From an optimization exercise on the open Yosys and OpenROAD flow, aimed at small area; shortcuts taken in it are not production practice.
In this exercise RTL edits were held to simulation tests only and were not proved equivalent to the original.
Power and IR drop assume default switching activity.

==> design.v <==
module	square_object	(
	input	logic	clk,
	input	logic	resetN,
	input 	logic signed	[10:0] pixelX,
	input 	logic signed	[10:0] pixelY,
	input 	logic signed	[10:0] topLeftX,
	input 	logic	signed [10:0] topLeftY,
	output 	logic	[3:0] row,         
	output 	logic	[3:0] col,         
	output 	logic	[4:0] pix_code,    
	output	logic	drawingRequest     
);
parameter  int OBJECT_WIDTH_X = 512;
parameter  int OBJECT_HEIGHT_Y = 416;
wire [11:0] pXe = {pixelX[10], pixelX}, tXe = {topLeftX[10], topLeftX};
wire [11:0] pYe = {pixelY[10], pixelY}, tYe = {topLeftY[10], topLeftY};
wire [12:0] cX, cY;
wire signed [11:0] dX, dY;
assign cX[0] = 1'b1;
assign cY[0] = 1'b1;
genvar gi;
for (gi = 0; gi < 12; gi++) begin : g_sub
	assign dX[gi] = pXe[gi] ^ ~tXe[gi] ^ cX[gi];
	assign cX[gi+1] = (pXe[gi] & ~tXe[gi]) | (pXe[gi] & cX[gi]) | (~tXe[gi] & cX[gi]);
	assign dY[gi] = pYe[gi] ^ ~tYe[gi] ^ cY[gi];
	assign cY[gi+1] = (pYe[gi] & ~tYe[gi]) | (pYe[gi] & cY[gi]) | (~tYe[gi] & cY[gi]);
end
wire insideBracket = (dX >= 0) && (dX < OBJECT_WIDTH_X) && (dY >= 0) && (dY < OBJECT_HEIGHT_Y);
wire [4:0] code_now;
coin_lut lut (.a({dY[4:0], dX[4:0]}), .q(code_now));
always_ff@(posedge clk or negedge resetN)
begin
	if(!resetN)
		drawingRequest	<=	1'b0;
	else
		drawingRequest	<=	insideBracket;
end
always_ff@(posedge clk)
begin
	row      <= dY[8:5];
	col      <= dX[8:5];
	pix_code <= code_now;
end
endmodule
module coin_lut(a, q);
  input [9:0] a;
  wire [9:0] a;
  output [4:0] q;
  wire [4:0] q;
  wire _000_;
  wire _001_;
  wire _002_;
  wire _003_;
  wire _004_;
  wire _005_;
  wire _006_;
  wire _007_;
  wire _008_;
  wire _009_;
  wire _010_;
  wire _011_;
  wire _012_;
  wire _013_;
  wire _014_;
  wire _015_;
  wire _016_;
  wire _017_;
  wire _018_;
  wire _019_;
  wire _020_;
  wire _021_;
  wire _022_;
  wire _023_;
  wire _024_;
  wire _025_;
  wire _026_;
  wire _027_;
  wire _028_;
  wire _029_;
  wire _030_;
  wire _031_;
  wire _032_;
  wire _033_;
  wire _034_;
  wire _035_;
  wire _036_;
  wire _037_;
  wire _038_;
  wire _039_;
  wire _040_;
  wire _041_;
  wire _042_;
  wire _043_;
  wire _044_;
  wire _045_;
  wire _046_;
  wire _047_;
  wire _048_;
  wire _049_;
  wire _050_;
  wire _051_;
  wire _052_;
  wire _053_;
  wire _054_;
  wire _055_;
  wire _056_;
  wire _057_;
  wire _058_;
  wire _059_;
  wire _060_;
  wire _061_;
  wire _062_;
  wire _063_;
  wire _064_;
  wire _065_;
  wire _066_;
  wire _067_;
  wire _068_;
  wire _069_;
  wire _070_;
  wire _071_;
  wire _072_;
  wire _073_;
  wire _074_;
  wire _075_;
  wire _076_;
  wire _077_;
  wire _078_;
  wire _079_;
  wire _080_;
  wire _081_;
  wire _082_;
  wire _083_;
  wire _084_;
  wire _085_;
  wire _086_;
  wire _087_;
  wire _088_;
  wire _089_;
  wire _090_;
  wire _091_;
  wire _092_;
  wire _093_;
  wire _094_;
  wire _095_;
  wire _096_;
  wire _097_;
  wire _098_;
  wire _099_;
  wire _100_;
  wire _101_;
  wire _102_;
  wire _103_;
  wire _104_;
  wire _105_;
  wire _106_;
  wire _107_;
  wire _108_;
  wire _109_;
  wire _110_;
  wire _111_;
  wire _112_;
  wire _113_;
  wire _114_;
  wire _115_;
  wire _116_;
  wire _117_;
  wire _118_;
  wire _119_;
  wire _120_;
  wire _121_;
  wire _122_;
  wire _123_;
  wire _124_;
  wire _125_;
  wire _126_;
  wire _127_;
  wire _128_;
  wire _129_;
  wire _130_;
  wire _131_;
  wire _132_;
  wire _133_;
  wire _134_;
  wire _135_;
  wire _136_;
  wire _137_;
  wire _138_;
  wire _139_;
  wire _140_;
  wire _141_;
  wire _142_;
  wire _143_;
  wire _144_;
  wire _145_;
  wire _146_;
  wire _147_;
  wire _148_;
  wire _149_;
  wire _150_;
  wire _151_;
  wire _152_;
  wire _153_;
  wire _154_;
  wire _155_;
  wire _156_;
  wire _157_;
  wire _158_;
  wire _159_;
  wire _160_;
  wire _161_;
  wire _162_;
  wire _163_;
  wire _164_;
  wire _165_;
  wire _166_;
  wire _167_;
  wire _168_;
  wire _169_;
  wire _170_;
  wire _171_;
  wire _172_;
  wire _173_;
  wire _174_;
  wire _175_;
  wire _176_;
  wire _177_;
  wire _178_;
  wire _179_;
  wire _180_;
  wire _181_;
  wire _182_;
  wire _183_;
  wire _184_;
  wire _185_;
  wire _186_;
  wire _187_;
  wire _188_;
  wire _189_;
  wire _190_;
  wire _191_;
  wire _192_;
  wire _193_;
  wire _194_;
  assign _059_ = a[6] & a[5];
  assign _070_ = a[8] & ~(a[7]);
  assign _080_ = a[4] & ~(a[3]);
  assign _091_ = ~_080_;
  assign _101_ = ~a[6];
  assign _112_ = ~(a[1] & a[2]);
  assign _117_ = ~a[2];
  assign _118_ = a[1] & a[0];
  assign _119_ = _117_ & ~(_118_);
  assign _120_ = _119_ | ~(a[5]);
  assign _121_ = ~((_120_ & _112_) | _101_);
  assign _122_ = ~(_121_ | _091_);
  assign _123_ = a[6] & ~(a[1]);
  assign _124_ = ~(_123_ | _119_);
  assign _125_ = a[5] & ~(_124_);
  assign _126_ = a[3] & ~(a[4]);
  assign _127_ = ~_126_;
  assign _128_ = ~((a[1] & _101_) | a[2]);
  assign _129_ = a[0] & ~(a[6]);
  assign _130_ = ~_129_;
  assign _131_ = ~((_130_ & _128_) | _127_);
  assign _132_ = _131_ & ~(_125_);
  assign _133_ = ~a[4];
  assign _134_ = ~(a[1] | a[0]);
  assign _135_ = _134_ & ~(_133_);
  assign _136_ = ~(a[6] | a[5]);
  assign _137_ = _136_ & ~(a[2]);
  assign _138_ = ~((_137_ & _135_) | _132_);
  assign _139_ = _138_ & ~(_122_);
  assign _140_ = ~_139_;
  assign _141_ = ~a[3];
  assign _142_ = a[1] | ~(a[4]);
  assign _143_ = _117_ & ~(_142_);
  assign _144_ = _133_ & ~(_112_);
  assign _145_ = ~((_144_ | _143_) & _141_);
  assign _146_ = _145_ | _118_;
  assign _147_ = ~(_118_ & a[3]);
  assign _148_ = a[4] & ~(_147_);
  assign _149_ = _146_ & ~(_148_);
  assign _150_ = _101_ & ~(_149_);
  assign _151_ = a[3] & ~(a[2]);
  assign _152_ = ~(a[0] | a[4]);
  assign _153_ = a[5] & ~(a[1]);
  assign _154_ = _153_ & _152_;
  assign _155_ = a[1] & ~(a[0]);
  assign _156_ = ~((_153_ & a[0]) | _155_);
  assign _157_ = a[5] & ~(a[0]);
  assign _158_ = _157_ | _133_;
  assign _159_ = ~(_158_ | _156_);
  assign _160_ = ~((_159_ | _154_) & _151_);
  assign _161_ = ~_160_;
  assign _162_ = ~((_161_ & a[0]) | _150_);
  assign _163_ = _130_ & ~(_162_);
  assign _164_ = ~_163_;
  assign _165_ = a[0] & a[5];
  assign _166_ = ~_165_;
  assign _167_ = _126_ | _080_;
  assign _168_ = _142_ & ~(_167_);
  assign _169_ = ~_168_;
  assign _170_ = ~((_166_ & _101_) | _169_);
  assign _171_ = a[7] & ~(_170_);
  assign _172_ = ~(_136_ | _059_);
  assign _173_ = a[2] & ~(_147_);
  assign _174_ = _173_ & ~(_172_);
  assign _175_ = ~_174_;
  assign _176_ = ~a[7];
  assign _177_ = ~(a[3] | a[2]);
  assign _178_ = _176_ & ~(_177_);
  assign _179_ = ~((_178_ & _175_) | (_171_ & _164_));
  assign _180_ = ~_179_;
  assign _181_ = _151_ | _144_;
  assign _182_ = ~(_181_ | _167_);
  assign _183_ = ~_182_;
  assign _184_ = ~_172_;
  assign _185_ = ~((_136_ | a[0]) & a[1]);
  assign _186_ = ~((_184_ | a[1]) & _185_);
  assign _187_ = ~((_186_ & _080_) | (_183_ & _180_));
  assign _188_ = ~_187_;
  assign _189_ = a[9] & ~(a[8]);
  assign _190_ = ~((_189_ & _188_) | (_140_ & _070_));
  assign _191_ = _190_ | _059_;
  assign _192_ = a[5] | ~(a[0]);
  assign _193_ = _126_ & ~(_192_);
  assign _194_ = ~_132_;
  assign _000_ = ~a[0];
  assign _001_ = ~_145_;
  assign _002_ = ~((_001_ | a[8]) & _000_);
  assign _003_ = ~((_002_ & _176_) | (_194_ & a[8]));
  assign _004_ = a[0] ? a[6] : a[1];
  assign _005_ = _004_ & ~(a[4]);
  assign _006_ = _059_ & ~(_118_);
  assign _007_ = _006_ | _128_;
  assign _008_ = _007_ | _005_;
  assign _009_ = ~((_008_ | _145_) & a[7]);
  assign _010_ = ~((_009_ & a[1]) | _161_);
  assign _011_ = a[9] & ~(_010_);
  assign _012_ = ~((_003_ | _193_) & _011_);
  assign _013_ = _191_ & ~(_012_);
  assign _014_ = ~((_157_ | _151_) & _150_);
  assign _015_ = ~(a[0] | a[5]);
  assign _016_ = _015_ & ~(_101_);
  assign _017_ = _016_ & ~(_145_);
  assign _018_ = _014_ & ~(_017_);
  assign _019_ = ~a[9];
  assign _020_ = ~(a[8] & a[7]);
  assign _021_ = _019_ & ~(_020_);
  assign _022_ = ~_021_;
  assign _023_ = _022_ | ~(_120_);
  assign _024_ = ~((_016_ | _134_) & a[2]);
  assign _025_ = ~_024_;
  assign _026_ = _123_ | _000_;
  assign _027_ = _128_ & ~(_026_);
  assign _028_ = ~((_027_ | _025_) & (_193_ | _080_));
  assign _029_ = ~_028_;
  assign _030_ = a[8] | ~(a[7]);
  assign _031_ = ~_134_;
  assign _032_ = ~(_126_ & a[2]);
  assign _033_ = _032_ | _031_;
  assign _034_ = _080_ & ~(_117_);
  assign _035_ = ~((_034_ & _155_) | a[5]);
  assign _036_ = ~((_035_ & _033_) | _030_);
  assign _037_ = ~((_036_ & _029_) | (_161_ & _070_));
  assign _038_ = _037_ | _184_;
  assign _039_ = ~((_038_ | a[9]) & (_023_ | _018_));
  assign q[3] = _039_ | _013_;
  assign _040_ = _119_ | _091_;
  assign _041_ = ~((_031_ & a[2]) | _040_);
  assign _042_ = ~(_155_ & a[2]);
  assign _043_ = ~((_042_ | _127_) & _101_);
  assign _044_ = _043_ | _041_;
  assign _045_ = ~((_044_ & _019_) | _013_);
  assign _046_ = ~a[1];
  assign _047_ = _151_ & ~(_046_);
  assign _048_ = ~((_047_ & _152_) | (_034_ & _118_));
  assign _049_ = ~(_048_ & _059_);
  assign _050_ = _165_ & _070_;
  assign _051_ = ~((_050_ & _001_) | (_049_ & _036_));
  assign _052_ = _177_ & ~(a[0]);
  assign _053_ = ~((_052_ | _173_) & a[6]);
  assign _054_ = _159_ & ~(_053_);
  assign _055_ = _054_ | ~(_014_);
  assign _056_ = ~(_158_ & a[6]);
  assign _057_ = _056_ | _146_;
  assign _058_ = ~((_001_ | _130_) & _192_);
  assign _060_ = _057_ & ~(_058_);
  assign _061_ = ~(_034_ | a[8]);
  assign _062_ = ~((_015_ | _080_) & _061_);
  assign _063_ = a[5] & ~(a[6]);
  assign _064_ = _063_ & ~(_048_);
  assign _065_ = _028_ & ~(_064_);
  assign _066_ = ~(_142_ & a[8]);
  assign _067_ = ~((_066_ | _065_) & (_062_ | _060_));
  assign _068_ = a[9] & ~(a[7]);
  assign _069_ = ~((_068_ & _067_) | (_055_ & _021_));
  assign q[2] = ~((_051_ | _045_) & _069_);
  assign _071_ = _020_ | ~(_053_);
  assign _072_ = ~((_150_ & _138_) | _071_);
  assign _073_ = _030_ | _136_;
  assign _074_ = ~((_151_ & _120_) | _073_);
  assign _075_ = ~_144_;
  assign _076_ = _152_ | ~(_042_);
  assign _077_ = ~((_192_ | _112_) & _130_);
  assign _078_ = ~((_077_ & _075_) | (_076_ & _101_));
  assign _079_ = ~((_078_ & _074_) | _070_);
  assign _081_ = ~(_151_ & _046_);
  assign _082_ = ~((_081_ | a[6]) & _169_);
  assign _083_ = a[8] & ~(_152_);
  assign _084_ = ~((_006_ | _153_) & _083_);
  assign _085_ = ~((_084_ | _150_) & (_082_ | _079_));
  assign _086_ = ~((_085_ | _072_) & _183_);
  assign _087_ = _086_ | a[9];
  assign _088_ = _087_ & _190_;
  assign _089_ = _086_ & ~(a[9]);
  assign _090_ = ~_089_;
  assign q[1] = _090_ & ~(_088_);
  assign _092_ = _156_ | ~(_150_);
  assign _093_ = ~(_092_ & _189_);
  assign _094_ = ~((_008_ | _135_) & _074_);
  assign _095_ = ~_170_;
  assign _096_ = _014_ & ~(_170_);
  assign _097_ = _149_ | a[5];
  assign _098_ = ~((_097_ | _095_) & (_096_ | _176_));
  assign _099_ = ~((_094_ & _093_) | _098_);
  assign _100_ = a[3] & ~(a[0]);
  assign _102_ = _100_ | ~(_059_);
  assign _103_ = ~((_100_ & _123_) | (_151_ & _046_));
  assign _104_ = ~((_028_ & _136_) | a[9]);
  assign _105_ = ~((_104_ & _038_) | (_103_ & _102_));
  assign _106_ = _136_ | _019_;
  assign _107_ = _070_ & ~(_168_);
  assign _108_ = ~((_106_ | _048_) & _107_);
  assign _109_ = _004_ & ~(_097_);
  assign _110_ = _052_ | _148_;
  assign _111_ = ~((_110_ & _063_) | _022_);
  assign _113_ = ~(_111_ & _057_);
  assign _114_ = ~((_113_ | _109_) & (_108_ | _105_));
  assign q[0] = ~((_114_ | _099_) & _183_);
  assign _115_ = _176_ ? _059_ : _136_;
  assign _116_ = ~(_115_ & _148_);
  assign q[4] = ~((_116_ & _090_) | _088_);
endmodule
module random 	
 ( 
	input	logic  clk,
	input	logic  resetN, 
	input	logic	 rise,
	output logic unsigned [SIZE_BITS-1:0] dout	
  ) ;
parameter SIZE_BITS = 8;
parameter unsigned MIN_VAL = 0;   
parameter unsigned MAX_VAL = 255;
	logic unsigned  [SIZE_BITS-1:0] counter ;
	logic rise_d  ;
always_ff @(posedge clk or negedge resetN) begin
		if (!resetN) begin
			dout <= (MAX_VAL+MIN_VAL)/2;
			counter <= MIN_VAL;
			rise_d <= 1'b0;
		end
		else begin
			counter <= counter+1;
			if ( counter >= MAX_VAL )  
				counter <=  MIN_VAL ;  
			rise_d <= rise;
			if (rise && !rise_d)  
				dout <= counter;
		end
	end
endmodule
module GridMatrixBitMap (
	input  logic       clk,
	input  logic       resetN,
	input  logic [3:0] row,
	input  logic [3:0] col,
	input  logic [4:0] pix_code,
	input  logic       in_box,
	input  logic       random,
	input  logic       coin_collision,
	output logic       drawingRequest,
	output logic [7:0] RGBout,
	output logic       coin_collect
);
localparam logic [255:0] M0COIN = 256'b0000000000000000000000000000000000000000000000001111011111110101111101101111010111110001111101011111011111110111111101100011111011000110001111101100000000000000111111111011111011111110111000001111111010111110111111101011111011111110100000111111111000001111;
localparam logic [255:0] M1COIN = 256'b0000000000000000000000000000000000000000000000001111011011110111111101101111011111110000111101111111011111110111111101100011111011000111001111101100000000111110111111111011111011111111101111101111111110111110111111111011111011111111100000011111111111111111;
localparam logic [255:0] M0WALL = 256'b0000000000000000000000000000000000000000000000000000100000001010000010010000101000001110000010100000100000001000000010011100000100111001110000010011111111111111000000000100000100000001000111110000000101000001000000010100000100000001011111000000000111110000;
localparam logic [255:0] M1WALL = 256'b0000000000000000000000000000000000000000000000000000100100001000000010010000100000001111000010000000100000001000000010011100000100111000110000010011111111000001000000000100000100000000010000010000000001000001000000000100000100000000011111100000000000000000;
logic random_cs;    
logic valid;        
logic [164:0] eaten;
logic [4:0] out_code;
wire  [7:0] cidx = {row, col};
wire [12:0] rsel;
wire [15:0] csel;
genvar gi;
for (gi = 0; gi < 13; gi++) begin : g_r assign rsel[gi] = (row == gi); end
for (gi = 0; gi < 16; gi++) begin : g_c assign csel[gi] = (col == gi); end
wire [15:0] cseln = ~csel;
wire [12:0] row_eaten;
assign row_eaten[0] = ~((cseln[0] | eaten[0]) & (cseln[1] | eaten[1])) | ~((cseln[2] | eaten[2]) & (cseln[3] | eaten[3])) | ~((cseln[4] | eaten[4]) & (cseln[5] | eaten[5])) | ~((cseln[6] | eaten[6]) & (cseln[7] | eaten[7])) | ~((cseln[8] | eaten[8]) & (cseln[9] | eaten[9])) | ~((cseln[10] | eaten[10]) & (cseln[11] | eaten[11])) | ~((cseln[12] | eaten[12]) & (cseln[13] | eaten[13])) | ~((cseln[14] | eaten[14]) & (cseln[15] | eaten[15]));
assign row_eaten[1] = ~((cseln[0] | eaten[16]) & (cseln[1] | eaten[17])) | ~((cseln[7] | eaten[18]) & (cseln[8] | eaten[19])) | ~((cseln[9] | eaten[20]) & (cseln[10] | eaten[21])) | ~((cseln[11] | eaten[22]) & (cseln[12] | eaten[23])) | ~((cseln[13] | eaten[24]) & (cseln[14] | eaten[25])) | ~(cseln[15] | eaten[26]);
assign row_eaten[2] = ~((cseln[1] | eaten[27]) & (cseln[2] | eaten[28])) | ~((cseln[3] | eaten[29]) & (cseln[4] | eaten[30])) | ~((cseln[5] | eaten[31]) & (cseln[7] | eaten[32])) | ~((cseln[8] | eaten[33]) & (cseln[9] | eaten[34])) | ~((cseln[10] | eaten[35]) & (cseln[11] | eaten[36])) | ~((cseln[12] | eaten[37]) & (cseln[13] | eaten[38])) | ~((cseln[14] | eaten[39]) & (cseln[15] | eaten[40]));
assign row_eaten[3] = ~((cseln[1] | eaten[41]) & (cseln[2] | eaten[42])) | ~((cseln[3] | eaten[43]) & (cseln[4] | eaten[44])) | ~((cseln[5] | eaten[45]) & (cseln[7] | eaten[46])) | ~((cseln[8] | eaten[47]) & (cseln[9] | eaten[48])) | ~((cseln[10] | eaten[49]) & (cseln[11] | eaten[50])) | ~((cseln[12] | eaten[51]) & (cseln[13] | eaten[52])) | ~((cseln[14] | eaten[53]) & (cseln[15] | eaten[54]));
assign row_eaten[4] = ~((cseln[1] | eaten[55]) & (cseln[2] | eaten[56])) | ~((cseln[3] | eaten[57]) & (cseln[4] | eaten[58])) | ~((cseln[5] | eaten[59]) & (cseln[6] | eaten[60])) | ~((cseln[7] | eaten[61]) & (cseln[8] | eaten[62])) | ~((cseln[9] | eaten[63]) & (cseln[10] | eaten[64])) | ~((cseln[11] | eaten[65]) & (cseln[12] | eaten[66])) | ~((cseln[13] | eaten[67]) & (cseln[14] | eaten[68])) | ~(cseln[15] | eaten[69]);
assign row_eaten[5] = ~((cseln[1] | eaten[70]) & (cseln[2] | eaten[71])) | ~((cseln[3] | eaten[72]) & (cseln[4] | eaten[73])) | ~((cseln[5] | eaten[74]) & (cseln[7] | eaten[75])) | ~((cseln[8] | eaten[76]) & (cseln[9] | eaten[77])) | ~((cseln[10] | eaten[78]) & (cseln[11] | eaten[79])) | ~((cseln[12] | eaten[80]) & (cseln[13] | eaten[81])) | ~((cseln[14] | eaten[82]) & (cseln[15] | eaten[83]));
assign row_eaten[6] = ~((cseln[1] | eaten[84]) & (cseln[2] | eaten[85])) | ~((cseln[3] | eaten[86]) & (cseln[4] | eaten[87])) | ~((cseln[5] | eaten[88]) & (cseln[14] | eaten[89])) | ~(cseln[15] | eaten[90]);
assign row_eaten[7] = ~((cseln[1] | eaten[91]) & (cseln[2] | eaten[92])) | ~((cseln[3] | eaten[93]) & (cseln[4] | eaten[94])) | ~((cseln[5] | eaten[95]) & (cseln[8] | eaten[96])) | ~((cseln[9] | eaten[97]) & (cseln[10] | eaten[98])) | ~((cseln[14] | eaten[99]) & (cseln[15] | eaten[100]));
assign row_eaten[8] = ~((cseln[1] | eaten[101]) & (cseln[2] | eaten[102])) | ~((cseln[3] | eaten[103]) & (cseln[4] | eaten[104])) | ~((cseln[5] | eaten[105]) & (cseln[9] | eaten[106])) | ~((cseln[10] | eaten[107]) & (cseln[12] | eaten[108])) | ~((cseln[13] | eaten[109]) & (cseln[14] | eaten[110])) | ~(cseln[15] | eaten[111]);
assign row_eaten[9] = ~((cseln[0] | eaten[112]) & (cseln[1] | eaten[113])) | ~((cseln[2] | eaten[114]) & (cseln[4] | eaten[115])) | ~((cseln[5] | eaten[116]) & (cseln[6] | eaten[117])) | ~((cseln[7] | eaten[118]) & (cseln[8] | eaten[119])) | ~((cseln[9] | eaten[120]) & (cseln[10] | eaten[121])) | ~((cseln[12] | eaten[122]) & (cseln[13] | eaten[123])) | ~((cseln[14] | eaten[124]) & (cseln[15] | eaten[125]));
assign row_eaten[10] = ~((cseln[0] | eaten[126]) & (cseln[1] | eaten[127])) | ~((cseln[2] | eaten[128]) & (cseln[4] | eaten[129])) | ~((cseln[5] | eaten[130]) & (cseln[6] | eaten[131])) | ~((cseln[7] | eaten[132]) & (cseln[8] | eaten[133])) | ~((cseln[12] | eaten[134]) & (cseln[13] | eaten[135])) | ~((cseln[14] | eaten[136]) & (cseln[15] | eaten[137]));
assign row_eaten[11] = ~((cseln[0] | eaten[138]) & (cseln[1] | eaten[139])) | ~((cseln[2] | eaten[140]) & (cseln[4] | eaten[141])) | ~((cseln[5] | eaten[142]) & (cseln[6] | eaten[143])) | ~((cseln[7] | eaten[144]) & (cseln[9] | eaten[145])) | ~((cseln[10] | eaten[146]) & (cseln[12] | eaten[147])) | ~((cseln[13] | eaten[148]) & (cseln[14] | eaten[149])) | ~(cseln[15] | eaten[150]);
assign row_eaten[12] = ~((cseln[0] | eaten[151]) & (cseln[1] | eaten[152])) | ~((cseln[2] | eaten[153]) & (cseln[4] | eaten[154])) | ~((cseln[5] | eaten[155]) & (cseln[6] | eaten[156])) | ~((cseln[7] | eaten[157]) & (cseln[8] | eaten[158])) | ~((cseln[9] | eaten[159]) & (cseln[10] | eaten[160])) | ~((cseln[12] | eaten[161]) & (cseln[13] | eaten[162])) | ~((cseln[14] | eaten[163]) & (cseln[15] | eaten[164]));
wire eaten_sel = |(rsel & row_eaten);
wire coin_m  = random_cs ? M1COIN[cidx] : M0COIN[cidx];
wire wall_m  = random_cs ? M1WALL[cidx] : M0WALL[cidx];
wire is_coin = in_box & ~eaten_sel & coin_m;
wire is_wall = in_box & ~eaten_sel & wall_m;
wire eat     = is_coin & coin_collision;
wire clr     = ~valid | (random != random_cs);
wire [12:0] wrow = rsel & {13{eat}};
always_ff @(posedge clk) begin
	coin_collect <= eat;
	eaten[0] <= (eaten[0] | clr) & ~(wrow[0] & csel[0]);
	eaten[1] <= (eaten[1] | clr) & ~(wrow[0] & csel[1]);
	eaten[2] <= (eaten[2] | clr) & ~(wrow[0] & csel[2]);
	eaten[3] <= (eaten[3] | clr) & ~(wrow[0] & csel[3]);
	eaten[4] <= (eaten[4] | clr) & ~(wrow[0] & csel[4]);
	eaten[5] <= (eaten[5] | clr) & ~(wrow[0] & csel[5]);
	eaten[6] <= (eaten[6] | clr) & ~(wrow[0] & csel[6]);
	eaten[7] <= (eaten[7] | clr) & ~(wrow[0] & csel[7]);
	eaten[8] <= (eaten[8] | clr) & ~(wrow[0] & csel[8]);
	eaten[9] <= (eaten[9] | clr) & ~(wrow[0] & csel[9]);
	eaten[10] <= (eaten[10] | clr) & ~(wrow[0] & csel[10]);
	eaten[11] <= (eaten[11] | clr) & ~(wrow[0] & csel[11]);
	eaten[12] <= (eaten[12] | clr) & ~(wrow[0] & csel[12]);
	eaten[13] <= (eaten[13] | clr) & ~(wrow[0] & csel[13]);
	eaten[14] <= (eaten[14] | clr) & ~(wrow[0] & csel[14]);
	eaten[15] <= (eaten[15] | clr) & ~(wrow[0] & csel[15]);
	eaten[16] <= (eaten[16] | clr) & ~(wrow[1] & csel[0]);
	eaten[17] <= (eaten[17] | clr) & ~(wrow[1] & csel[1]);
	eaten[18] <= (eaten[18] | clr) & ~(wrow[1] & csel[7]);
	eaten[19] <= (eaten[19] | clr) & ~(wrow[1] & csel[8]);
	eaten[20] <= (eaten[20] | clr) & ~(wrow[1] & csel[9]);
	eaten[21] <= (eaten[21] | clr) & ~(wrow[1] & csel[10]);
	eaten[22] <= (eaten[22] | clr) & ~(wrow[1] & csel[11]);
	eaten[23] <= (eaten[23] | clr) & ~(wrow[1] & csel[12]);
	eaten[24] <= (eaten[24] | clr) & ~(wrow[1] & csel[13]);
	eaten[25] <= (eaten[25] | clr) & ~(wrow[1] & csel[14]);
	eaten[26] <= (eaten[26] | clr) & ~(wrow[1] & csel[15]);
	eaten[27] <= (eaten[27] | clr) & ~(wrow[2] & csel[1]);
	eaten[28] <= (eaten[28] | clr) & ~(wrow[2] & csel[2]);
	eaten[29] <= (eaten[29] | clr) & ~(wrow[2] & csel[3]);
	eaten[30] <= (eaten[30] | clr) & ~(wrow[2] & csel[4]);
	eaten[31] <= (eaten[31] | clr) & ~(wrow[2] & csel[5]);
	eaten[32] <= (eaten[32] | clr) & ~(wrow[2] & csel[7]);
	eaten[33] <= (eaten[33] | clr) & ~(wrow[2] & csel[8]);
	eaten[34] <= (eaten[34] | clr) & ~(wrow[2] & csel[9]);
	eaten[35] <= (eaten[35] | clr) & ~(wrow[2] & csel[10]);
	eaten[36] <= (eaten[36] | clr) & ~(wrow[2] & csel[11]);
	eaten[37] <= (eaten[37] | clr) & ~(wrow[2] & csel[12]);
	eaten[38] <= (eaten[38] | clr) & ~(wrow[2] & csel[13]);
	eaten[39] <= (eaten[39] | clr) & ~(wrow[2] & csel[14]);
	eaten[40] <= (eaten[40] | clr) & ~(wrow[2] & csel[15]);
	eaten[41] <= (eaten[41] | clr) & ~(wrow[3] & csel[1]);
	eaten[42] <= (eaten[42] | clr) & ~(wrow[3] & csel[2]);
	eaten[43] <= (eaten[43] | clr) & ~(wrow[3] & csel[3]);
	eaten[44] <= (eaten[44] | clr) & ~(wrow[3] & csel[4]);
	eaten[45] <= (eaten[45] | clr) & ~(wrow[3] & csel[5]);
	eaten[46] <= (eaten[46] | clr) & ~(wrow[3] & csel[7]);
	eaten[47] <= (eaten[47] | clr) & ~(wrow[3] & csel[8]);
	eaten[48] <= (eaten[48] | clr) & ~(wrow[3] & csel[9]);
	eaten[49] <= (eaten[49] | clr) & ~(wrow[3] & csel[10]);
	eaten[50] <= (eaten[50] | clr) & ~(wrow[3] & csel[11]);
	eaten[51] <= (eaten[51] | clr) & ~(wrow[3] & csel[12]);
	eaten[52] <= (eaten[52] | clr) & ~(wrow[3] & csel[13]);
	eaten[53] <= (eaten[53] | clr) & ~(wrow[3] & csel[14]);
	eaten[54] <= (eaten[54] | clr) & ~(wrow[3] & csel[15]);
	eaten[55] <= (eaten[55] | clr) & ~(wrow[4] & csel[1]);
	eaten[56] <= (eaten[56] | clr) & ~(wrow[4] & csel[2]);
	eaten[57] <= (eaten[57] | clr) & ~(wrow[4] & csel[3]);
	eaten[58] <= (eaten[58] | clr) & ~(wrow[4] & csel[4]);
	eaten[59] <= (eaten[59] | clr) & ~(wrow[4] & csel[5]);
	eaten[60] <= (eaten[60] | clr) & ~(wrow[4] & csel[6]);
	eaten[61] <= (eaten[61] | clr) & ~(wrow[4] & csel[7]);
	eaten[62] <= (eaten[62] | clr) & ~(wrow[4] & csel[8]);
	eaten[63] <= (eaten[63] | clr) & ~(wrow[4] & csel[9]);
	eaten[64] <= (eaten[64] | clr) & ~(wrow[4] & csel[10]);
	eaten[65] <= (eaten[65] | clr) & ~(wrow[4] & csel[11]);
	eaten[66] <= (eaten[66] | clr) & ~(wrow[4] & csel[12]);
	eaten[67] <= (eaten[67] | clr) & ~(wrow[4] & csel[13]);
	eaten[68] <= (eaten[68] | clr) & ~(wrow[4] & csel[14]);
	eaten[69] <= (eaten[69] | clr) & ~(wrow[4] & csel[15]);
	eaten[70] <= (eaten[70] | clr) & ~(wrow[5] & csel[1]);
	eaten[71] <= (eaten[71] | clr) & ~(wrow[5] & csel[2]);
	eaten[72] <= (eaten[72] | clr) & ~(wrow[5] & csel[3]);
	eaten[73] <= (eaten[73] | clr) & ~(wrow[5] & csel[4]);
	eaten[74] <= (eaten[74] | clr) & ~(wrow[5] & csel[5]);
	eaten[75] <= (eaten[75] | clr) & ~(wrow[5] & csel[7]);
	eaten[76] <= (eaten[76] | clr) & ~(wrow[5] & csel[8]);
	eaten[77] <= (eaten[77] | clr) & ~(wrow[5] & csel[9]);
	eaten[78] <= (eaten[78] | clr) & ~(wrow[5] & csel[10]);
	eaten[79] <= (eaten[79] | clr) & ~(wrow[5] & csel[11]);
	eaten[80] <= (eaten[80] | clr) & ~(wrow[5] & csel[12]);
	eaten[81] <= (eaten[81] | clr) & ~(wrow[5] & csel[13]);
	eaten[82] <= (eaten[82] | clr) & ~(wrow[5] & csel[14]);
	eaten[83] <= (eaten[83] | clr) & ~(wrow[5] & csel[15]);
	eaten[84] <= (eaten[84] | clr) & ~(wrow[6] & csel[1]);
	eaten[85] <= (eaten[85] | clr) & ~(wrow[6] & csel[2]);
	eaten[86] <= (eaten[86] | clr) & ~(wrow[6] & csel[3]);
	eaten[87] <= (eaten[87] | clr) & ~(wrow[6] & csel[4]);
	eaten[88] <= (eaten[88] | clr) & ~(wrow[6] & csel[5]);
	eaten[89] <= (eaten[89] | clr) & ~(wrow[6] & csel[14]);
	eaten[90] <= (eaten[90] | clr) & ~(wrow[6] & csel[15]);
	eaten[91] <= (eaten[91] | clr) & ~(wrow[7] & csel[1]);
	eaten[92] <= (eaten[92] | clr) & ~(wrow[7] & csel[2]);
	eaten[93] <= (eaten[93] | clr) & ~(wrow[7] & csel[3]);
	eaten[94] <= (eaten[94] | clr) & ~(wrow[7] & csel[4]);
	eaten[95] <= (eaten[95] | clr) & ~(wrow[7] & csel[5]);
	eaten[96] <= (eaten[96] | clr) & ~(wrow[7] & csel[8]);
	eaten[97] <= (eaten[97] | clr) & ~(wrow[7] & csel[9]);
	eaten[98] <= (eaten[98] | clr) & ~(wrow[7] & csel[10]);
	eaten[99] <= (eaten[99] | clr) & ~(wrow[7] & csel[14]);
	eaten[100] <= (eaten[100] | clr) & ~(wrow[7] & csel[15]);
	eaten[101] <= (eaten[101] | clr) & ~(wrow[8] & csel[1]);
	eaten[102] <= (eaten[102] | clr) & ~(wrow[8] & csel[2]);
	eaten[103] <= (eaten[103] | clr) & ~(wrow[8] & csel[3]);
	eaten[104] <= (eaten[104] | clr) & ~(wrow[8] & csel[4]);
	eaten[105] <= (eaten[105] | clr) & ~(wrow[8] & csel[5]);
	eaten[106] <= (eaten[106] | clr) & ~(wrow[8] & csel[9]);
	eaten[107] <= (eaten[107] | clr) & ~(wrow[8] & csel[10]);
	eaten[108] <= (eaten[108] | clr) & ~(wrow[8] & csel[12]);
	eaten[109] <= (eaten[109] | clr) & ~(wrow[8] & csel[13]);
	eaten[110] <= (eaten[110] | clr) & ~(wrow[8] & csel[14]);
	eaten[111] <= (eaten[111] | clr) & ~(wrow[8] & csel[15]);
	eaten[112] <= (eaten[112] | clr) & ~(wrow[9] & csel[0]);
	eaten[113] <= (eaten[113] | clr) & ~(wrow[9] & csel[1]);
	eaten[114] <= (eaten[114] | clr) & ~(wrow[9] & csel[2]);
	eaten[115] <= (eaten[115] | clr) & ~(wrow[9] & csel[4]);
	eaten[116] <= (eaten[116] | clr) & ~(wrow[9] & csel[5]);
	eaten[117] <= (eaten[117] | clr) & ~(wrow[9] & csel[6]);
	eaten[118] <= (eaten[118] | clr) & ~(wrow[9] & csel[7]);
	eaten[119] <= (eaten[119] | clr) & ~(wrow[9] & csel[8]);
	eaten[120] <= (eaten[120] | clr) & ~(wrow[9] & csel[9]);
	eaten[121] <= (eaten[121] | clr) & ~(wrow[9] & csel[10]);
	eaten[122] <= (eaten[122] | clr) & ~(wrow[9] & csel[12]);
	eaten[123] <= (eaten[123] | clr) & ~(wrow[9] & csel[13]);
	eaten[124] <= (eaten[124] | clr) & ~(wrow[9] & csel[14]);
	eaten[125] <= (eaten[125] | clr) & ~(wrow[9] & csel[15]);
	eaten[126] <= (eaten[126] | clr) & ~(wrow[10] & csel[0]);
	eaten[127] <= (eaten[127] | clr) & ~(wrow[10] & csel[1]);
	eaten[128] <= (eaten[128] | clr) & ~(wrow[10] & csel[2]);
	eaten[129] <= (eaten[129] | clr) & ~(wrow[10] & csel[4]);
	eaten[130] <= (eaten[130] | clr) & ~(wrow[10] & csel[5]);
	eaten[131] <= (eaten[131] | clr) & ~(wrow[10] & csel[6]);
	eaten[132] <= (eaten[132] | clr) & ~(wrow[10] & csel[7]);
	eaten[133] <= (eaten[133] | clr) & ~(wrow[10] & csel[8]);
	eaten[134] <= (eaten[134] | clr) & ~(wrow[10] & csel[12]);
	eaten[135] <= (eaten[135] | clr) & ~(wrow[10] & csel[13]);
	eaten[136] <= (eaten[136] | clr) & ~(wrow[10] & csel[14]);
	eaten[137] <= (eaten[137] | clr) & ~(wrow[10] & csel[15]);
	eaten[138] <= (eaten[138] | clr) & ~(wrow[11] & csel[0]);
	eaten[139] <= (eaten[139] | clr) & ~(wrow[11] & csel[1]);
	eaten[140] <= (eaten[140] | clr) & ~(wrow[11] & csel[2]);
	eaten[141] <= (eaten[141] | clr) & ~(wrow[11] & csel[4]);
	eaten[142] <= (eaten[142] | clr) & ~(wrow[11] & csel[5]);
	eaten[143] <= (eaten[143] | clr) & ~(wrow[11] & csel[6]);
	eaten[144] <= (eaten[144] | clr) & ~(wrow[11] & csel[7]);
	eaten[145] <= (eaten[145] | clr) & ~(wrow[11] & csel[9]);
	eaten[146] <= (eaten[146] | clr) & ~(wrow[11] & csel[10]);
	eaten[147] <= (eaten[147] | clr) & ~(wrow[11] & csel[12]);
	eaten[148] <= (eaten[148] | clr) & ~(wrow[11] & csel[13]);
	eaten[149] <= (eaten[149] | clr) & ~(wrow[11] & csel[14]);
	eaten[150] <= (eaten[150] | clr) & ~(wrow[11] & csel[15]);
	eaten[151] <= (eaten[151] | clr) & ~(wrow[12] & csel[0]);
	eaten[152] <= (eaten[152] | clr) & ~(wrow[12] & csel[1]);
	eaten[153] <= (eaten[153] | clr) & ~(wrow[12] & csel[2]);
	eaten[154] <= (eaten[154] | clr) & ~(wrow[12] & csel[4]);
	eaten[155] <= (eaten[155] | clr) & ~(wrow[12] & csel[5]);
	eaten[156] <= (eaten[156] | clr) & ~(wrow[12] & csel[6]);
	eaten[157] <= (eaten[157] | clr) & ~(wrow[12] & csel[7]);
	eaten[158] <= (eaten[158] | clr) & ~(wrow[12] & csel[8]);
	eaten[159] <= (eaten[159] | clr) & ~(wrow[12] & csel[9]);
	eaten[160] <= (eaten[160] | clr) & ~(wrow[12] & csel[10]);
	eaten[161] <= (eaten[161] | clr) & ~(wrow[12] & csel[12]);
	eaten[162] <= (eaten[162] | clr) & ~(wrow[12] & csel[13]);
	eaten[163] <= (eaten[163] | clr) & ~(wrow[12] & csel[14]);
	eaten[164] <= (eaten[164] | clr) & ~(wrow[12] & csel[15]);
end
always_ff @(posedge clk or negedge resetN) begin
	if (!resetN) begin
		out_code  <= 5'd0;    
		random_cs <= 1'b0;
		valid     <= 1'b0;
	end else begin
		valid     <= 1'b1;
		random_cs <= random;
		if (is_wall)
			out_code <= 5'd20;    
		else if (is_coin)
			out_code <= pix_code;
		else
			out_code <= 5'd1;    
	end
end
always_comb begin
	case (out_code)
		5'd0: RGBout = 8'h00;
		5'd1: RGBout = 8'hff;
		5'd2: RGBout = 8'hf0;
		5'd3: RGBout = 8'hf5;
		5'd4: RGBout = 8'h20;
		5'd5: RGBout = 8'h64;
		5'd6: RGBout = 8'hf4;
		5'd7: RGBout = 8'hd1;
		5'd8: RGBout = 8'hf1;
		5'd9: RGBout = 8'h6d;
		5'd10: RGBout = 8'h24;
		5'd11: RGBout = 8'had;
		5'd12: RGBout = 8'hda;
		5'd13: RGBout = 8'hac;
		5'd14: RGBout = 8'hdf;
		5'd15: RGBout = 8'hb6;
		5'd16: RGBout = 8'h84;
		5'd17: RGBout = 8'hb1;
		5'd18: RGBout = 8'h8d;
		5'd19: RGBout = 8'hdb;
		5'd20: RGBout = 8'h03;
		default: RGBout = 8'hff;
	endcase
end
assign drawingRequest = (out_code != 5'd1);
endmodule
module	HART_DISPLAY	(
					input	logic	clk,
					input	logic	resetN,
					input	logic	[10:0] pixelX,
					input	logic	[10:0] pixelY,
					input	logic	[10:0] topLeftX,
					input	logic	[10:0] topLeftY,
					input	logic	coin_collision,
					input	logic	star,
					output	logic	[7:0] hartRGB,
					output	logic	HartDrawingRequest,
					output	logic	coin_collect
);
logic	[3:0] row;
logic	[3:0] col;
logic	[4:0] pix_code;
logic	boxHartDrawingRequest;
logic	rand_bit;
square_object #(
	.OBJECT_WIDTH_X(512),
	.OBJECT_HEIGHT_Y(416)
) inst11 (
	.clk(clk),
	.resetN(resetN),
	.pixelX(pixelX),
	.pixelY(pixelY),
	.topLeftX(topLeftX),
	.topLeftY(topLeftY),
	.row(row),
	.col(col),
	.pix_code(pix_code),
	.drawingRequest(boxHartDrawingRequest)
);
random #(
	.SIZE_BITS(1),
	.MIN_VAL(0),
	.MAX_VAL(1)
) inst1 (
	.clk(clk),
	.resetN(resetN),
	.rise(star),
	.dout(rand_bit)
);
GridMatrixBitMap inst (
	.clk(clk),
	.resetN(resetN),
	.row(row),
	.col(col),
	.pix_code(pix_code),
	.in_box(boxHartDrawingRequest),
	.random(rand_bit),
	.coin_collision(coin_collision),
	.drawingRequest(HartDrawingRequest),
	.RGBout(hartRGB),
	.coin_collect(coin_collect)
);
endmodule
==> flow/run.sh <==
#!/bin/bash
# Layout flow: the standard ORFS flow, except that
#  - synthesis maps the logic with an area-oriented abc script (flow/abc_area.script)
#    instead of ORFS's delay-oriented one, and no adder cells (ADDER_MAP_FILE=);
#    everything else in synthesis (the
#    registers, their names and cells) is the standard synthesis;
#  - port buffers are buf_1 cells;
#  - clock tree synthesis uses clkbuf_8 and adds no dummy loads.
# Each step's output goes to a log file here (and ORFS's own logs under orfs/logs).
set -euo pipefail
W=$(pwd)
ABC_SCRIPT=$W/flow/abc_area.script

# synthesis script: synth_recipe.tcl, sourcing a copy of ORFS's synth.tcl whose
# abc call uses our script (abc_args starts with "-script <ORFS script>")
sed 's|log_cmd abc {\*}$abc_args|log_cmd abc -script '"$ABC_SCRIPT"' {*}[lrange $abc_args 2 end]|' \
  "$FLOW_HOME/scripts/synth.tcl" > "$W/synth_area.tcl"
grep -q "abc -script $ABC_SCRIPT" "$W/synth_area.tcl"
sed 's|\$::env(SCRIPTS_DIR)/synth.tcl|'"$W"'/synth_area.tcl|' synth_recipe.tcl > "$W/flow_synth.tcl"
grep -q "$W/synth_area.tcl" "$W/flow_synth.tcl"

bash standard.sh SYNTH_SCRIPT="$W/flow_synth.tcl" ADDER_MAP_FILE= synth > "$W/synth.log" 2>&1
bash standard.sh BUFFER_PORTS_ARGS="-buffer_cell sky130_fd_sc_hd__buf_1" \
  CTS_ARGS="-sink_clustering_enable -repair_clock_nets -buf_list sky130_fd_sc_hd__clkbuf_8 -dont_use_dummy_load" \
  finish > "$W/layout.log" 2>&1
==> flow/abc_area.script <==
strash
&get -n
&deepsyn -T 120
&put
dch
amap
topo
==> standard.sh <==
#!/bin/bash
# synth_recipe.tcl (not shown) runs the flow's synth.tcl, then flattens the netlist and writes it again
# the make line also repeats each setting of config.mk as NAME=value (left out here)
make -C /OpenROAD-flow-scripts/flow DESIGN_CONFIG=/design/flow/config.mk WORK_HOME=/design/flow/orfs CLKGATE_MAP_FILE= SYNTH_SCRIPT=/design/flow/synth_recipe.tcl "${@:-finish}"
==> config.mk <==
export PLATFORM = sky130hd
export DESIGN_NAME = HART_DISPLAY
export DESIGN_NICKNAME = HART_DISPLAY
export VERILOG_FILES = /design/flow/design.v
export SDC_FILE = /design/flow/constraint.sdc
export NUM_CORES = 4
export LEC_CHECK = 0
export CAP_MARGIN = 20
export CORE_MARGIN = 2
export CORE_UTILIZATION = 75
export SLEW_MARGIN = 20
==> constraint.sdc <==
create_clock -name core_clock -period 10.0 [get_ports {clk}]
set_input_delay 2.0000 -clock core_clock [delete_from_list [all_inputs] [get_ports {clk}]]
set_output_delay 2.0000 -clock core_clock [all_outputs]
set_load 0.01 [all_outputs]
==> impl_summary.txt, run 1 <==
----------------------------------------------------
[Run status]
  Status ... finished clean

[Logic synthesis]
  Mean instance size in the synthesized netlist ... approximately 8.8 µm²
  Number of instances in the synthesized netlist ... 940
  Syn. warnings ... 3
  Post-synthesis compound-gate area fraction ... between 30% and 40%
  Syn Nets ... roughly 990
  Most common flop cell mapped by yosys ... sky130_fd_sc_hd__dfxtp_1
  Fraction of synthesized area in multiplexers ... 0%
  Synthesized-area fraction occupied by and/or/nand/nor cells ... between 15 and 20%
  Post-synthesis sequential element count ... 190
  Register area share after synthesis ... a little under half
  Cell area after synthesis ... approximately 8300 µm²
  Combinational family with the most area after synthesis ... compound AO/OA/AOI/OAI gates
  Arithmetic-cell share of the synthesized area counting full adders, half adders and majority gates ... 0%
  Post-synthesis xor/xnor area fraction ... 0%
  Number of enable-type register cells in the synthesized netlist ... 0
  Share of flip-flops with an asynchronous set or reset ... slightly below 6%
  Number of distinct library cells after synthesis ... 43

[Layout]
  Fraction of final layout cells with drive strength greater than 1 ... around 3.2%
  Most common cell after layout, fill and taps aside ... sky130_fd_sc_hd__dfxtp_1
  Synth-to-Final Area Change ... 9.37%
  # fillers ... ~670
  Number of nets at the end of the flow ... 1079
  Leading cell types in the layout, fill and taps excluded ... sky130_fd_sc_hd__dfxtp_1 (179), sky130_fd_sc_hd__o22a_1 (167), sky130_fd_sc_hd__nor2_1 (144)
  Final Non-Filler Cells ... approximately 1200
  Antenna Diode Count ... 0

[Timing]
  Setup Viol. Count Final ... 0
  FMAX ... between 150 and 200 MHz
  TNS Setup ... 0 ns
  Final Slew Violations ... 0
  Endpoints failing hold ... 0
  Post-route clock period utilization ... around 62%
  Clock period minus final worst setup slack ... 6.20 ns
  Post-route clock skew ... 0.0415 ns
  Setup repair after global routing missed its margin ... false
  Remaining max-slew budget at the tightest pin ... 20.2%
  Worst Max-Slew Pin Slew ... about 1.2 ns

[Clocking]
  Insertion delay to the later sink of the worst-skew pair ... ~0.47 ns
  Cell at the root of the clock tree ... sky130_fd_sc_hd__clkbuf_8
  Buffers from clock root to sink, at most ... 2
  # H-tree levels ... 4
  Total of cells resized after clock tree synthesis ... 0
  Count of buffers added by post-CTS timing repair for setup ... 0
  Clock buffer count from CTS ... 17
  Hold-fix buffer count after cts ... 0
  Number of clock sinks seen by CTS ... 190
  Clock Pin Slew Worst Setup and Hold Paths ... ~0.080 ns
  CTS tree ... done

[Route]
  Via count ... between 8000 and 9000
  Final routed DRC violation total ... 0
  Via count normalized by instance count ... slightly above 7
  First-pass iteration count of the detailed router ... 9
  Initial detailed-routing violation count ... 1647
  Final routed wirelength across all metal layers ... 23.1 mm
  Antenna Violating Nets Remaining ... 0
  Routed WL per cell ... around 20 µm

[Setup path]
  Data arrival time of the critical path ... 6.55 ns
  Top fanout value on the critical path ... 16
  Crit Path Class ... flip-flop to flip-flop
  Critical-path cell list ... clkinv_1, nand3_1, buf_4, nor2_1, or4_1, nor3_1, o2111ai_1, a31oi_1, a31oi_1, or3b_1, a31o_1, or2_0, nor2b_1, nand3_1, or3_1, o22a_1
  Cell class contributing the biggest share of worst-path delay ... simple AND/OR/NAND/NOR gates
  Critical path buffer and inverter count ... 2
  Crit. End Element ... flip-flop
  Critical-path cell with the highest stage delay ... sky130_fd_sc_hd__nor2b_1
  Critical path startpoint category ... flip-flop
  Stage delay of the slowest cell on the critical path ... between 0.7 and 0.8 ns
  CP Data Required Time ... about 10 ns

[Floorplanning]
  Total core area ... ~11000 µm²
  Die width ... 109 µm
  Die area ... 11900 µm²
  Die height ... roughly 110 µm
  Number of primary I/O pins ... 58
  Number of core rows ... 38
  Starting utilization of the core area ... around 76%

[Placement]
  Post-DP HPWL ... 15.3 mm
  Buffers on Ports ... 57
  Routability-driven placement congestion ratio ... between 1 and 1.5
  Count of placed standard cells including taps ... about 1200

[Global route]
  Global-route wire length before repair ... 35.4 mm
  Overall overflow remaining after global route ... 0
  Antenna violations before repair ... 0
  Global router's overall resource usage ... roughly two fifths
  Vias in the first global route ... 7536
  Largest net degree at the start of global routing ... ~120

[Worst hold path]
  Worst Hold Class ... flip-flop to flip-flop

[Job]
  MaxCap Viol Count ... 0

[Pwr]
  Pleak ... approximately 0.0027 µW
  Total power per unit cell area ... between 150 and 200 nW/µm²
  Maximum vdd drop ... about 0.13 mV

----------------------------------------------------
-- path summary, 6_finish.rpt --
kind / startpoint / end / slack (ns) / cells past startpoint
worst max-delay path: inst11.col[0]$_DFF_P_ / inst.eaten[13]$_DFF_P_ / 3.80 / 16
worst min register to register: inst11.pix_code[3]$_DFF_P_ / inst.out_code[3]$_DFF_PN0_ / 0.44 / 1
max in group asynchronous: resetN / inst1.dout$_DFFE_PN0P_ / 8.12 / 1
worst max register to register: inst11.col[0]$_DFF_P_ / inst.eaten[13]$_DFF_P_ / 3.80 / 16
worst min-delay path: inst11.pix_code[3]$_DFF_P_ / inst.out_code[3]$_DFF_PN0_ / 0.44 / 1
min in group asynchronous: resetN / inst1.rise_d$_DFF_PN0_ / 1.49 / 1
-- registers in the layout (all words and copies together), names as in the netlist --
register and cells:
inst11.col 4, inst.out_code 5, inst1.dout 1, inst.coin_collect 1, inst11.drawingRequest 1, inst.random_cs 1
inst1.counter 1, inst11.pix_code 5, inst.valid 1, inst1.rise_d 1, inst11.row 4, inst.eaten 165
-- kinds of logic after synthesis --
| kind of cell | count (synthesis) |
|---|---|
| compound gates | 393 |
| simple gates | 286 |
| other cells | 1 |
| flops | 190 |
| buf+inv | 70 |
-- synthesized netlist by cell type, drive strengths merged, types with 2 or more instances --
| master | instances | share of area (%) |
|---|---|---|
| o22a | 167 | 18 |
| or4 | 3 | 0.27 |
| nand3 | 15 | 0.91 |
| dfxtp | 179 | 43 |
| a221oi | 4 | 0.42 |
| a311oi | 2 | 0.21 |
| o211ai | 5 | 0.46 |
| clkinv | 70 | 3.2 |
| a31o | 3 | 0.32 |
| a31oi | 10 | 0.76 |
| dfrtp | 11 | 3.3 |
| o32a | 2 | 0.24 |
| o21a | 6 | 0.55 |
| o21bai | 2 | 0.18 |
| nor2b | 6 | 0.46 |
| o41ai | 4 | 0.42 |
| o31ai | 2 | 0.18 |
| a211oi | 9 | 0.82 |
| a21oi | 38 | 2.3 |
| nor4 | 17 | 1.3 |
| o21ai | 62 | 3.8 |
| o32ai | 3 | 0.32 |
| nand4 | 4 | 0.30 |
| nor2 | 144 | 6.6 |
| o2111ai | 3 | 0.32 |
| or2 | 5 | 0.38 |
| a22oi | 2 | 0.18 |
| nand2 | 53 | 2.4 |
| o221ai | 7 | 0.74 |
| or3 | 9 | 0.68 |
| nor3 | 26 | 1.6 |
| o22ai | 56 | 4.2 |
-- power breakdown --
group	leakage (µW)	internal (µW)	switching [µW]
Clock	0.000122	150	229
Combinational	0.00104	82.5	205
Sequential	0.00159	769	16.7
Total	0.00275	1000	451
-- metrics by stage --
stage | cell area (µm²) | power, µW | util, % | setup WS (ns) | hold slack, ns
3_5_place_dp | 8760 | 1070 | 81.2 | 3.47 | 0.438
5_1_grt | 9020 | 1500 | 83.6 | 3.69 | 0.462
3_3_place_gp | 8760 | 1060 | 81.2 | 3.83 | 0.432
6_report | 9020 | 1450 | 83.6 | 3.80 | 0.443
2_1_floorplan | 8250 | 980 | - | 3.06 | 0.382
4_1_cts | 9000 | 1430 | 83.4 | 3.92 | 0.447
-- per-layer routing --
layer,part of all wire (%),track usage [%]
met2,45,60.9
met3,11,9.21
met1,39,48.5
met5,0,0
met4,4.5,17.7
-- area by class of cell --
| cell class | count | area [µm²] | share of cell area (%) |
|---|---|---|---|
| multi-input combinational | 680 | 4150 | 46.0 |
| sequential | 190 | 3860 | 42.8 |
| timing repair buffer | 72 | 347 | 3.84 |
| inverter | 70 | 263 | 2.91 |
| clock buffer | 17 | 234 | 2.59 |
| tap | 140 | 175 | 1.94 |
==> run 2: changes to the inputs <==
--- a/config.mk
+++ b/config.mk
@@ -9,3 +9,4 @@
 export CORE_MARGIN = 2
-export CORE_UTILIZATION = 75
+export CORE_UTILIZATION = 40
+export CTS_BUF_LIST = sky130_fd_sc_hd__clkbuf_8
 export SLEW_MARGIN = 20
==> impl_summary.txt, run 2 <==
----------------------------------------------------
[Placement]
  Pre-CTS worst setup slack ... 3.92 ns
  Buffers on Ports ... 57
  Post-DP HPWL ... between 15 and 20 mm
  Routability-driven placement congestion ratio ... slightly below 1

[Timing]
  Final Slew Violations ... 0
  Post-layout worst setup margin ... ~4.1 ns
  TNS Setup ... 0 ns
  Endpoints failing hold ... 0
  Post-route clock period utilization ... about three fifths
  Post-route clock skew ... ~0.047 ns
  Remaining max-slew budget at the tightest pin ... between 20% and 30%
  Worst Max-Slew Pin Slew ... around 1.1 ns
  FMAX ... between 150 and 200 MHz
  Setup Viol. Count Final ... 0
  Clock period minus final worst setup slack ... between 5 and 6 ns
  Setup repair after global routing missed its margin ... false

[Pwr]
  Pleak ... roughly 0.0027 µW
  Total power per unit cell area ... 157 nW/µm²
  Maximum vdd drop ... roughly 0.086 mV

[Route]
  First-pass iteration count of the detailed router ... 5
  Final routed DRC violation total ... 0
  Via count ... between 7000 and 8000
  Routed WL per cell ... 17.5 µm
  Final routed wirelength across all metal layers ... 22.8 mm
  Initial detailed-routing violation count ... between 600 and 700
  Antenna Violating Nets Remaining ... 0
  Via count normalized by instance count ... 5.87

[Setup path]
  Crit. End Element ... flip-flop
  Critical path startpoint category ... flip-flop
  Data arrival time of the critical path ... ~6.2 ns
  Crit Path Class ... flip-flop to flip-flop
  Number of cells on the worst reg-to-reg path ... 16
  Top fanout value on the critical path ... 16
  CP Data Required Time ... a little over 10 ns

[Floorplanning]
  Die area ... between 20000 and 25000 µm²
  Number of primary I/O pins ... 58
  Total core area ... roughly 20000 µm²
  Die width ... around 150 µm
  Starting utilization of the core area ... between 40% and 50%
  Number of core rows ... 52
  Die height ... 148 µm

[Layout]
  Register name with the most flops ... inst.eaten
  Number of nets at the end of the flow ... ~1100
  Fraction of final layout cells with drive strength greater than 1 ... around 3.4%
  Biggest regs ... inst.eaten x165, inst.out_code x5, inst11.pix_code x5
  Antenna Diode Count ... 0
  Leading cell types in the layout, fill and taps excluded ... sky130_fd_sc_hd__dfxtp_1 (179), sky130_fd_sc_hd__o22a_1 (167), sky130_fd_sc_hd__nor2_1 (144)
  Number of flip-flops under the largest register name ... roughly 170
  Synth-to-Final Area Change ... 11.3%
  Most common cell after layout, fill and taps aside ... sky130_fd_sc_hd__dfxtp_1
  # fillers ... roughly 2000

[Logic synthesis]
  Most common flop cell mapped by yosys ... sky130_fd_sc_hd__dfxtp_1
  Top post-synthesis cells by area ... sky130_fd_sc_hd__dfxtp_1 (43%), sky130_fd_sc_hd__o22a_1 (18%), sky130_fd_sc_hd__nor2_1 (6.6%), sky130_fd_sc_hd__o22ai_1 (4.2%), sky130_fd_sc_hd__o21ai_0 (3.8%)
  Cell area after synthesis ... slightly above 8000 µm²
  Share of flip-flops with an asynchronous set or reset ... under 10%
  Mean instance size in the synthesized netlist ... about 9 µm²
  Most frequent cell after synthesis ... sky130_fd_sc_hd__dfxtp_1
  Number of enable-type register cells in the synthesized netlist ... 0
  Syn. warnings ... 3
  Post-synth top area share ... a little over two fifths
  Post-synthesis sequential element count ... 190
  Register area share after synthesis ... 46.8%
  Leading cell types by count after synthesis ... sky130_fd_sc_hd__dfxtp_1 (179), sky130_fd_sc_hd__o22a_1 (167), sky130_fd_sc_hd__nor2_1 (144), sky130_fd_sc_hd__clkinv_1 (70), sky130_fd_sc_hd__o21ai_0 (62)
  Number of distinct library cells after synthesis ... between 40 and 50
  Leading area contributor after synthesis ... sky130_fd_sc_hd__dfxtp_1
  Syn Nets ... around 990
  Number of instances in the synthesized netlist ... 940

[Clocking]
  # H-tree levels ... 4
  Clock buffer count from CTS ... 17
  Hold-fix buffer count after cts ... 0
  Insertion delay to the later sink of the worst-skew pair ... approximately 0.46 ns
  Clock Pin Slew Worst Setup and Hold Paths ... 0.08 ns
  Cell at the root of the clock tree ... sky130_fd_sc_hd__clkbuf_8
  CTS tree ... done
  Number of clock sinks seen by CTS ... 190
  Total of cells resized after clock tree synthesis ... 0
  Buffers from clock root to sink, at most ... 2
  Count of buffers added by post-CTS timing repair for setup ... 0

[Worst hold path]
  Min-Delay Path Depth ... 2
  Worst Hold Class ... flip-flop to flip-flop

[Global route]
  Vias in the first global route ... just under 7000
  Global router's overall resource usage ... a little over a fifth
  Largest net degree at the start of global routing ... about 100
  Antenna violations before repair ... 0
  Overall overflow remaining after global route ... 0
  Global-route wire length before repair ... approximately 37 mm

[Job]
  MaxCap Viol Count ... 0

[Run status]
  Status ... finished clean

----------------------------------------------------
## run 2: critical path: stages (launching register included)
cell and delay, ns:
sky130_fd_sc_hd__dfxtp_1 0.48, sky130_fd_sc_hd__clkinv_1 0.37, sky130_fd_sc_hd__nand3_1 0.56, sky130_fd_sc_hd__buf_4 0.35, sky130_fd_sc_hd__o221ai_1 0.17, sky130_fd_sc_hd__or4_1 0.45, sky130_fd_sc_hd__nor3_1 0.15, sky130_fd_sc_hd__o2111ai_1 0.16
sky130_fd_sc_hd__a31oi_1 0.21, sky130_fd_sc_hd__a31oi_1 0.07, sky130_fd_sc_hd__or3b_1 0.44, sky130_fd_sc_hd__a31o_1 0.25, sky130_fd_sc_hd__or2_0 0.25, sky130_fd_sc_hd__nor2b_1 0.66, sky130_fd_sc_hd__nand3_1 0.25, sky130_fd_sc_hd__or3_1 0.61
sky130_fd_sc_hd__o22a_1 0.29
## run 2: final timing paths
kind / to / start / slack [ns]
max: inst.eaten[81]$_DFF_P_ / inst11.col[0]$_DFF_P_ / 4.14
min: inst.out_code[4]$_DFF_PN0_ / inst11.pix_code[4]$_DFF_P_ / 0.45
max reg2reg: inst.eaten[81]$_DFF_P_ / inst11.col[0]$_DFF_P_ / 4.14
min reg2reg: inst.out_code[4]$_DFF_PN0_ / inst11.pix_code[4]$_DFF_P_ / 0.45
max in group asynchronous: inst.random_cs$_DFF_PN0_ / resetN / 8.01
min in group asynchronous: inst.valid$_DFF_PN0_ / resetN / 1.55
## run 2: routing by layer
metal / routed length, µm / GRT usage [%] / vias to the layer above
li1: - / - / 3791
met3: 1400 / 4.07 / 32
met1: 11100 / 31.1 / 3535
met4: 372 / 5.24 / 0
met5: 0 / 0 / -
met2: 9900 / 32.5 / 273
## run 2: cell families (layout without fill, tap and decap cells)
kind of cell / Yosys count / count (layout) / synth area share, %
simple gates: 286 / 286 / 15.2
flops: 190 / 190 / 46.8
compound gates: 393 / 393 / 34.8
other cells: 1 / 1 / 0.0455
buf+inv: 70 / 161 / 3.18
## run 2: metrics by stage
stage	power (µW)	cells	area [µm²]	util (%)	hold WS [ns]
2_1_floorplan	980	940	8250	-	0.382
3_3_place_gp	1090	1284	8950	44.2	0.431
3_5_place_dp	1080	1284	8950	44.2	0.440
4_1_cts	1450	1301	9180	45.4	0.452
5_1_grt	1520	1301	9180	45.4	0.468
6_report	1440	1301	9180	45.4	0.446
## run 2: area by class of cell
type                            count  area [µm²]  share of cell area (%)
Timing Repair Buffer               74         342                    3.72
Tap cell                          270         338                    3.68
Clock buffer                       17         234                    2.55
Inverter                           70         263                    2.86
Sequential cell                   190        3860                    42.0
Multi-Input combinational cell    680        4150                    45.2
## run 2: power breakdown
part           internal (µW)  switching, µW  leakage (µW)
logic                   81.3            195       0.00104
clock network            151            227      0.000122
registers                769           19.4       0.00159
==> run 3: changes to the inputs <==
==> flow/adders_fa_only.v (new file) <==
// Adder map for synthesis: full adders become sky130 fa_1 cells; half adders
// (an input held at 0) are left as plain gates for abc.
(* techmap_celltype = "$fa" *)
module _tech_fa (A, B, C, X, Y);
  parameter WIDTH = 1;
  (* force_downto *)
    input [WIDTH-1 : 0] A, B, C;
  (* force_downto *)
    output [WIDTH-1 : 0] X, Y;

  parameter _TECHMAP_CONSTVAL_A_ = WIDTH'bx;
  parameter _TECHMAP_CONSTVAL_B_ = WIDTH'bx;
  parameter _TECHMAP_CONSTVAL_C_ = WIDTH'bx;

  genvar i;
  generate for (i = 0; i < WIDTH; i = i + 1) begin
      if (_TECHMAP_CONSTVAL_A_[i] === 1'b0 || _TECHMAP_CONSTVAL_B_[i] === 1'b0 || _TECHMAP_CONSTVAL_C_[i] === 1'b0) begin
        assign Y[i] = A[i] ^ B[i] ^ C[i];
        assign X[i] = (A[i] & B[i]) | (A[i] & C[i]) | (B[i] & C[i]);
      end
      else begin
        sky130_fd_sc_hd__fa_1 fulladder (
            .A(A[i]), .B(B[i]), .CIN(C[i]), .COUT(X[i]), .SUM(Y[i])
          );
      end
    end endgenerate

endmodule
--- a/config.mk
+++ b/config.mk
@@ -10,3 +10,3 @@
 export CORE_UTILIZATION = 40
-export CTS_BUF_LIST = sky130_fd_sc_hd__clkbuf_8
+export GPL_TIMING_DRIVEN = 0
 export SLEW_MARGIN = 20
==> impl_summary.txt, run 3 <==
----------------------------------------------------
[Run status]
  Status ... finished clean

[Global route]
  Antenna violations before repair ... 0
  Global-route wire length before repair ... about 37 mm
  Global router's overall resource usage ... a little over a fifth
  Vias in the first global route ... slightly above 7000

[Placement]
  Post-DP HPWL ... about 15 mm
  Placement Cell Area ... between 9000 and 10000 µm²
  Count of placed standard cells including taps ... about 1300
  Buffers on Ports ... 57
  Routability-driven placement congestion ratio ... between 0.8 and 0.9

[Route]
  Antenna Violating Nets Remaining ... 0
  Initial detailed-routing violation count ... roughly 640
  Sum of routed wire segments on met1 ... approximately 11 mm
  Via count normalized by instance count ... 5.93
  First-pass iteration count of the detailed router ... 5
  Top Metal Used ... met4

[Clocking]
  Hold-fix buffer count after cts ... 0
  Number of clock sinks seen by CTS ... 190
  Insertion delay to the later sink of the worst-skew pair ... 0.47 ns
  Cell at the root of the clock tree ... sky130_fd_sc_hd__clkbuf_8
  # H-tree levels ... 4
  Clock buffer count from CTS ... 17
  Total of cells resized after clock tree synthesis ... 0

[Setup path]
  Critical path startpoint category ... primary input
  Data arrival time of the critical path ... about 6.5 ns
  Stage delay of the slowest cell on the critical path ... roughly 0.76 ns
  CP Data Required Time ... around 10 ns
  Top fanout value on the critical path ... 8
  Crit. End Element ... flip-flop
  Critical-path cell list ... buf_1, clkinv_1, o21ai_0, clkinv_1, nor2_1, clkinv_1, o22ai_1, o21ai_0, o21ai_0, o32a_1, nor2_1, a211oi_1, a21oi_1, or2_0, a31o_1, o211ai_1, a21oi_1, o32ai_1

[Timing]
  Post-route clock skew ... roughly 0.049 ns
  Setup repair after global routing missed its margin ... false
  FMAX ... between 150 and 200 MHz
  TNS Setup ... 0 ns
  Clock period minus final worst setup slack ... slightly above 6 ns

[Layout]
  Number of nets at the end of the flow ... about 1100
  Most common cell after layout, fill and taps aside ... sky130_fd_sc_hd__dfxtp_1
  Final instance area ... 9290 µm²
  Fraction of final layout cells with drive strength greater than 1 ... around 3.3%
  Biggest regs ... inst.eaten x165, inst.out_code x5, inst11.pix_code x5
  Synth-to-Final Area Change ... 12.6%

[Pwr]
  Int Pwr ... 1010 µW
  Clock share of power ... about 26%
  Total power per unit cell area ... 157 nW/µm²
  Pleak ... 0.00277 µW
  Maximum vdd drop ... about 0.072 mV
  Gate power share ... about a fifth
  Sw frac ... a little under a third

[Logic synthesis]
  Register area share after synthesis ... between 40% and 50%
  Most frequent cell after synthesis ... sky130_fd_sc_hd__dfxtp_1
  Leading area contributor after synthesis ... sky130_fd_sc_hd__dfxtp_1
  Mean instance size in the synthesized netlist ... slightly below 9 µm²
  Cell area after synthesis ... approximately 8300 µm²
  Most common flop cell mapped by yosys ... sky130_fd_sc_hd__dfxtp_1
  Share of flip-flops with an asynchronous set or reset ... 5.79%
  Leading cell types by count after synthesis ... sky130_fd_sc_hd__dfxtp_1 (179), sky130_fd_sc_hd__o22a_1 (167), sky130_fd_sc_hd__nor2_1 (144), sky130_fd_sc_hd__clkinv_1 (70), sky130_fd_sc_hd__o21ai_0 (62)
  Fraction of synthesized area in multiplexers ... 0%
  Number of distinct library cells after synthesis ... 43
  Post-synthesis sequential element count ... 190
  Syn Nets ... about 1000
  Top post-synthesis cells by area ... sky130_fd_sc_hd__dfxtp_1 (43%), sky130_fd_sc_hd__o22a_1 (18%), sky130_fd_sc_hd__nor2_1 (6.6%), sky130_fd_sc_hd__o22ai_1 (4.2%), sky130_fd_sc_hd__o21ai_0 (3.8%)
  Number of instances in the synthesized netlist ... between 900 and 1000
  Post-synthesis xor/xnor area fraction ... 0%
  Post-synth top area share ... 43.4%
  Post-synthesis compound-gate area fraction ... a little over a third
  Synthesized-area fraction occupied by and/or/nand/nor cells ... between 15 and 20%

[Floorplanning]
  Die width ... 148 µm
  Number of core rows ... 52
  Die height ... 148 µm
  Total core area ... 20200 µm²

[Worst hold path]
  Worst Hold Class ... flip-flop to flip-flop

----------------------------------------------------
## run 3: cell types whose count changed in the layout (fill, tap and decap cells not counted), sizes merged
cell,delta
buf,-9
## run 3: metal layers
layer  GRT usage (%)  vias to the layer above
li1                -                     3787
met1            31.9                     3581
met2            30.7                      262
met3            3.92                       32
met4            6.83                        0
met5               0                        -
## run 3: power groups by stage
| stage | registers, µW | logic, µW | clock network (µW) |
|---|---|---|---|
| 2_1_floorplan | 797 | 182 | 0 |
| 3_3_place_gp | 805 | 272 | 0 |
| 3_5_place_dp | 806 | 286 | 0 |
| 4_1_cts | 788 | 288 | 389 |
| 5_1_grt | 791 | 322 | 417 |
| 6_report | 789 | 291 | 377 |
## run 3: final cells by class
class / instances / area, µm²
inverter: 70 / 263
tap: 270 / 338
clock buffer: 17 / 234
multi-input combinational: 680 / 4180
sequential: 190 / 3860
timing repair buffer: 65 / 414
fill: 2017 / 10900
## run 3: worst paths after layout
path,to,startpoint,slack [ns],cells after the start
worst max-delay path,inst11.pix_code[2]$_DFF_P_,pixelY[0],3.86,18
worst min-delay path,inst.out_code[3]$_DFF_PN0_,inst11.pix_code[3]$_DFF_P_,0.45,1
worst max register to register,inst.eaten[8]$_DFF_P_,inst11.col[0]$_DFF_P_,3.97,16
worst min register to register,inst.out_code[3]$_DFF_PN0_,inst11.pix_code[3]$_DFF_P_,0.45,1
max in group asynchronous,inst1.dout$_DFFE_PN0P_,resetN,7.92,1
min in group asynchronous,inst.out_code[3]$_DFF_PN0_,resetN,1.59,1
## run 3: kinds of logic (layout without fill, tap and decap cells)
family,Yosys count,count (layout)
AO/OA/AOI/OAI,393,393
AND/OR/NAND/NOR,286,286
flip-flops,190,190
buffers and inverters,70,152
other,1,1
## run 3: critical path: cells and delay by family
kind,cells,cell delay (ns)
AO/OA/AOI/OAI,11,2.81
AND/OR/NAND/NOR,3,0.87
buffers and inverters,4,0.80
## run 3: through the flow
| stage | util (%) | power [µW] | worst slack, ns |
|---|---|---|---|
| floorplan | - | 980 | 3.06 |
| global route | 45.9 | 1530 | 3.43 |
| global placement | 43.5 | 1080 | -0.485 |
| detailed placement | 44.7 | 1090 | 3.45 |
| CTS | 45.9 | 1460 | 3.64 |
| finish | 45.9 | 1460 | 3.86 |

Check on run 3: ideal ports give 3.857 ns setup slack; a clkbuf_16 on the clock port and buf_2 on the inputs give 3.873 ns; moving port delays by the midpoint clock arrival (0.483 ns) as well gives 3.390 ns.
